From an optimization exercise on the open Yosys and OpenROAD flow, aimed at small area; shortcuts taken in it are not production practice.
The RTL was checked by simulation tests, not by an equivalence proof against the original design.
The clock port is modelled as an ideal driver, which makes a skipped or thinned clock tree look cheaper than it is; a real chip needs a root buffer or a tree.
Power is estimated from default activity; no workload was simulated.

lagoon:
// CarParking
module CarParking (
    input clk,
    input InSig,
    input OutSig,
    input reset,
    output [6:0] HEX0,
    output [6:0] HEX1,
    output [6:0] HEX4,
    output ClosedLight,
    output OpenLight,
    output reg WarningLight,
    output motor
);
Settings: LEC_CHECK=0, CAP_MARGIN=20, CORE_MARGIN=2, CORE_UTILIZATION=40, SLEW_MARGIN=20; clock period 10.0 ns.
standard.sh (not shown) runs the stock make flow with config.mk's settings and CLKGATE_MAP_FILE= SYNTH_SCRIPT=/design/flow/synth_recipe.tcl, a recipe that flattens the netlist after the stock synthesis.
==> flow/flow/run.sh <==
#!/bin/bash
# Layout flow: the standard ORFS flow (standard.sh) with these changes:
#  - synthesis: synth_recipe.tcl unchanged except that ABC maps with an
#    area-oriented script (abc_area.script) and adders are left to ABC
#    instead of being mapped to ha/fa cells first (ADDER_MAP_FILE empty);
#  - each port gets the smallest buffer (buf_1);
#  - clock tree: a root inverter driving one inverter per group of nearby
#    registers (manual_cts.tcl, run in place of TritonCTS).
# Each tool's log is in orfs/logs/; make's output is in flow_standard.log.
set -euo pipefail
here=$PWD
export FLOW_ABC_SCRIPT=$here/flow/abc_area.script
cat $here/flow/abc_override.tcl $here/synth_recipe.tcl > $here/flow_synth.tcl
sed -e "s#SYNTH_SCRIPT=[^ ]*#SYNTH_SCRIPT=$here/flow_synth.tcl ADDER_MAP_FILE=#" $here/standard.sh > $here/flow_standard.sh
export PRE_CTS_TCL=$here/flow/manual_cts.tcl
export FLOW_CTS_GROUPS=8
export FLOW_CTS_LEAF=sky130_fd_sc_hd__inv_4
export FLOW_CTS_ROOT=sky130_fd_sc_hd__inv_8
export BUFFER_PORTS_ARGS="-buffer_cell sky130_fd_sc_hd__buf_1"
bash $here/flow_standard.sh > $here/flow_standard.log 2>&1
==> flow/flow/abc_area.script <==
strash
&get -n
&fraig -x
&put
scorr
dc2
strash
&get -n
&deepsyn -T 60
&put
strash
&get -n
&dch -f
&nf -R 1000
&put
mfs2
strash
&get -n
&dch -f
&nf -a -R 1000
&put
Other scripts of this flow, unchanged in this note and not shown: flow/flow/abc_override.tcl, flow/flow/manual_cts.tcl
lagoon has completed all stages; timing, DRC and antenna checks passed.
What tundra does differently from lagoon at the input level:
-- flow/flow/abc_area.script --
<<< lagoon, line 6
dc2
strash
&get -n
&deepsyn -T 60
&put
strash
>>> tundra, line 6
dc2
strash
tundra ran to completion and came out clean on the timing, DRC and antenna checks. The sum of net half-perimeters after detailed placement of tundra was inferior to that of lagoon. In terms of via count, lagoon and tundra differ only marginally. Post-detailed-route via-to-cell ratio: tundra vs lagoon — no meaningful difference. tundra vs lagoon: cell count along the critical path down. Compared with lagoon, tundra shows a lower sequential share of layout area. Across both runs, cell area was higher for tundra than for lagoon. tundra: combinational power share is 4.4 points higher than what lagoon reported. Compared tundra against lagoon; sum of routed wire length over all layers within noise. Status: share of flip-flops with an asynchronous set or reset after synthesis parity (tundra, lagoon). Total power: tundra above lagoon.
In every run of this note, the design's own scripts or RTL, not TritonCTS, make the clock network.


## job 5944
CarParking again, from the RTL that the note above started with.
==> flow/design.v (excerpt) <==
module CarParking (
    input clk,
    input InSig,
    input OutSig,
    input reset,
    output [6:0] HEX0,
    output [6:0] HEX1,
    output [6:0] HEX4,
    output ClosedLight,
    output OpenLight,
    output reg WarningLight,
    output motor
);
export LEC_CHECK = 0
export CAP_MARGIN = 20
export CORE_MARGIN = 2
export CORE_UTILIZATION = 40
export SLEW_MARGIN = 20
create_clock -name core_clock -period 10.0 [get_ports {clk}]
==> flow/flow/run.sh <==
#!/bin/bash
# Layout flow: the standard ORFS flow (standard.sh) with these changes:
#  - synthesis: synth_recipe.tcl unchanged except that ABC maps with an
#    area-oriented script (abc_area.script) and adders are left to ABC
#    instead of being mapped to ha/fa cells first (ADDER_MAP_FILE empty);
#  - each port gets the smallest buffer (buf_1);
#  - clock tree: one level of clock buffers over balanced sink groups
#    (manual_cts.tcl, run in place of TritonCTS).
# Each tool's log is in orfs/logs/; make's output is in flow_standard.log.
set -euo pipefail
here=$PWD
export FLOW_ABC_SCRIPT=$here/flow/abc_area.script
cat $here/flow/abc_override.tcl $here/synth_recipe.tcl > $here/flow_synth.tcl
sed -e "s#SYNTH_SCRIPT=[^ ]*#SYNTH_SCRIPT=$here/flow_synth.tcl ADDER_MAP_FILE=#" $here/standard.sh > $here/flow_standard.sh
export PRE_CTS_TCL=$here/flow/manual_cts.tcl
export FLOW_CTS_LEVELS=2
export FLOW_CTS_BUF=sky130_fd_sc_hd__clkbuf_8
export FLOW_CTS_BIG_BUF=sky130_fd_sc_hd__clkbuf_16
export FLOW_CTS_MAX_SLEW=0.090
export BUFFER_PORTS_ARGS="-buffer_cell sky130_fd_sc_hd__buf_1"
bash $here/flow_standard.sh > $here/flow_standard.log 2>&1
==> flow/flow/manual_cts.tcl <==
# Clock tree for a small design, used in place of TritonCTS: the clock
# sinks are split into FLOW_CTS_CLUSTERS balanced groups by recursive
# bisection of their placement, and each group gets one FLOW_CTS_BUF
# clock buffer, placed at the group's centre and fed from the clock port.
# All sinks are one buffer away from the port; the groups are the same
# size, so the buffers' loads (and the clock arrivals) match closely.
# A group whose estimated clock-pin slew exceeds FLOW_CTS_MAX_SLEW (in
# the STA's user time unit) gets the stronger FLOW_CTS_BIG_BUF instead.
rename clock_tree_synthesis triton_clock_tree_synthesis

proc flow_bisect {items depth} {
  # items: list of {x y iterm}; returns a list of groups
  if {$depth == 0 || [llength $items] < 2} { return [list $items] }
  set xs [lsort -real [lmap i $items {lindex $i 0}]]
  set ys [lsort -real [lmap i $items {lindex $i 1}]]
  set axis [expr {([lindex $xs end] - [lindex $xs 0]) >= ([lindex $ys end] - [lindex $ys 0]) ? 0 : 1}]
  set sorted [lsort -real -index $axis $items]
  set half [expr {[llength $sorted] / 2}]
  set a [lrange $sorted 0 [expr {$half - 1}]]
  set b [lrange $sorted $half end]
  return [concat [flow_bisect $a [expr {$depth - 1}]] [flow_bisect $b [expr {$depth - 1}]]]
}

proc clock_tree_synthesis {args} {
  set levels $::env(FLOW_CTS_LEVELS)
  set block [ord::get_db_block]
  set master [[ord::get_db] findMaster $::env(FLOW_CTS_BUF)]
  foreach clk [all_clocks] {
    foreach src [get_property $clk sources] {
      set bterm [$block findBTerm [get_full_name $src]]
      set root [$bterm getNet]
      set items {}
      foreach it [$root getITerms] {
        set inst [$it getInst]
        set bb [$inst getBBox]
        lappend items [list [expr {([$bb xMin] + [$bb xMax]) / 2.0}] [expr {([$bb yMin] + [$bb yMax]) / 2.0}] $it]
      }
      set k 0
      set bufs {}
      foreach group [flow_bisect $items $levels] {
        set name "clkbuf_m_${k}_[$root getName]"
        set buf [odb::dbInst_create $block $master $name]
        set net [odb::dbNet_create $block "clknet_m_${k}_[$root getName]"]
        $net setSigType CLOCK
        set sx 0.0; set sy 0.0
        foreach i $group {
          set it [lindex $i 2]
          $it disconnect
          $it connect $net
          set sx [expr {$sx + [lindex $i 0]}]
          set sy [expr {$sy + [lindex $i 1]}]
        }
        set n [llength $group]
        [$buf findITerm A] connect $root
        [$buf findITerm X] connect $net
        set w [[$buf getMaster] getWidth]
        set h [[$buf getMaster] getHeight]
        $buf setLocation [expr {int($sx / $n - $w / 2)}] [expr {int($sy / $n - $h / 2)}]
        $buf setPlacementStatus PLACED
        puts "manual CTS: $name drives $n sinks"
        lappend bufs $buf
        incr k
      }
    }
  }
  global_connect
  set_propagated_clock [all_clocks]
  # Upsize any group buffer whose sinks' estimated clock slew is high.
  estimate_parasitics -placement
  set big [[ord::get_db] findMaster $::env(FLOW_CTS_BIG_BUF)]
  foreach buf $bufs {
    set net [[$buf findITerm X] getNet]
    set worst 0.0
    foreach pin [get_pins -of_objects [get_nets [$net getName]]] {
      if {[get_property $pin direction] ne "input"} { continue }
      foreach edge {rise fall} {
        set s [sta::time_sta_ui [get_property $pin slew_max_$edge]]
        if {$s > $worst} { set worst $s }
      }
    }
    puts "manual CTS: [$buf getName] estimated sink slew $worst"
    if {$worst > $::env(FLOW_CTS_MAX_SLEW)} {
      $buf swapMaster $big
      puts "manual CTS: [$buf getName] upsized to $::env(FLOW_CTS_BIG_BUF)"
    }
  }
  estimate_parasitics -placement
}
Other scripts of this flow, unchanged in this note and not shown: flow/flow/abc_area.script, flow/flow/abc_override.tcl
Setup changes, job 5944 to job 1210
- changing CORE_UTILIZATION from 40 to 65
diff --git a/flow/flow/run.sh b/flow/flow/run.sh
--- a/flow/flow/run.sh
+++ b/flow/flow/run.sh
@@ -17,4 +17,2 @@
 export FLOW_CTS_BUF=sky130_fd_sc_hd__clkbuf_8
-export FLOW_CTS_BIG_BUF=sky130_fd_sc_hd__clkbuf_16
-export FLOW_CTS_MAX_SLEW=0.090
 export BUFFER_PORTS_ARGS="-buffer_cell sky130_fd_sc_hd__buf_1"
diff --git a/flow/flow/manual_cts.tcl b/flow/flow/manual_cts.tcl
--- a/flow/flow/manual_cts.tcl
+++ b/flow/flow/manual_cts.tcl
@@ -6,4 +6,2 @@
 # size, so the buffers' loads (and the clock arrivals) match closely.
-# A group whose estimated clock-pin slew exceeds FLOW_CTS_MAX_SLEW (in
-# the STA's user time unit) gets the stronger FLOW_CTS_BIG_BUF instead.
 rename clock_tree_synthesis triton_clock_tree_synthesis
@@ -38,3 +36,2 @@
       set k 0
-      set bufs {}
       foreach group [flow_bisect $items $levels] {
@@ -60,3 +57,2 @@
         puts "manual CTS: $name drives $n sinks"
-        lappend bufs $buf
         incr k
@@ -67,22 +63,2 @@
   set_propagated_clock [all_clocks]
-  # Upsize any group buffer whose sinks' estimated clock slew is high.
-  estimate_parasitics -placement
-  set big [[ord::get_db] findMaster $::env(FLOW_CTS_BIG_BUF)]
-  foreach buf $bufs {
-    set net [[$buf findITerm X] getNet]
-    set worst 0.0
-    foreach pin [get_pins -of_objects [get_nets [$net getName]]] {
-      if {[get_property $pin direction] ne "input"} { continue }
-      foreach edge {rise fall} {
-        set s [sta::time_sta_ui [get_property $pin slew_max_$edge]]
-        if {$s > $worst} { set worst $s }
-      }
-    }
-    puts "manual CTS: [$buf getName] estimated sink slew $worst"
-    if {$worst > $::env(FLOW_CTS_MAX_SLEW)} {
-      $buf swapMaster $big
-      puts "manual CTS: [$buf getName] upsized to $::env(FLOW_CTS_BIG_BUF)"
-    }
-  }
-  estimate_parasitics -placement
 }
==> comparison <==
- In job 1210, clock tree skew after final layout is higher than in job 5944.
- Job 1210: part of the power in registers 3.9 points above job 5944
- Per the comparison of job 1210 with job 5944, worst setup slack down 0.011 ns, area inside the core boundary went down 0.0029 mm2, peak per-stage delay on the critical path held.
- Going from job 5944 to job 1210, total via count after detailed routing grew by about 1.3%, cell area power density has decreased.
- For job 5944 and job 1210, there was not a single run that failed to finish clean.
#### Input delta (job 1951 over job 1210)
- a change of CORE_UTILIZATION from 65 to 40
==> comparison <==
Min final cell count across job 1210 and job 1951: job 1210. The worst-case headroom to the max-slew limit of job 1951 is lower than that of job 1210. Comparing job 1210 and job 1951, overall track demand over capacity in global routing is lower on job 1951. Job 1210 -> job 1951: total internal power flat. When the final numbers for job 1210 and job 1951 were put side by side, the routability congestion estimate turned out to be smaller in job 1951. In job 1951, the maximum clock rate came out 1.2 MHz below the value in job 1210. On total power of the final layout, job 1951 tracks job 1210 almost exactly.
In every run of this note, the design's own scripts or RTL, not TritonCTS, make the clock network.

## afterwards: timing with drivers on the ports
Ports are ideal in the flow. The routed layouts listed here were re-timed in OpenROAD.
Step 1: set_driving_cell puts a clkbuf_16 on clk and a buf_2 on each other input, an assumption about the parent block.
Step 2 adds t to the input delays and takes it off the output delays; t is the mean of the earliest and latest rising clock arrival at the registers after step 1. Input paths then give back, and output paths get back, about the clock's delay inside the block.
Three values: no drivers, after step 1, after step 2; two values: the first two.
run	t (ns)	setup slack, ns	worst register clock-pin slew, ns
lagoon	0.196	5.329 / 5.283 / 5.354	0.09 / 0.09
tundra	0.197	5.130 / 5.083 / 5.279	0.10 / 0.10
job 5944	0.218	5.147 / 5.071 / 5.289	0.08 / 0.08
job 1210	0.218	5.136 / 5.083 / 5.301	0.12 / 0.12
job 1951	0.222	5.108 / 5.051 / 5.273	0.12 / 0.12
After both steps every run listed still meets setup and hold.
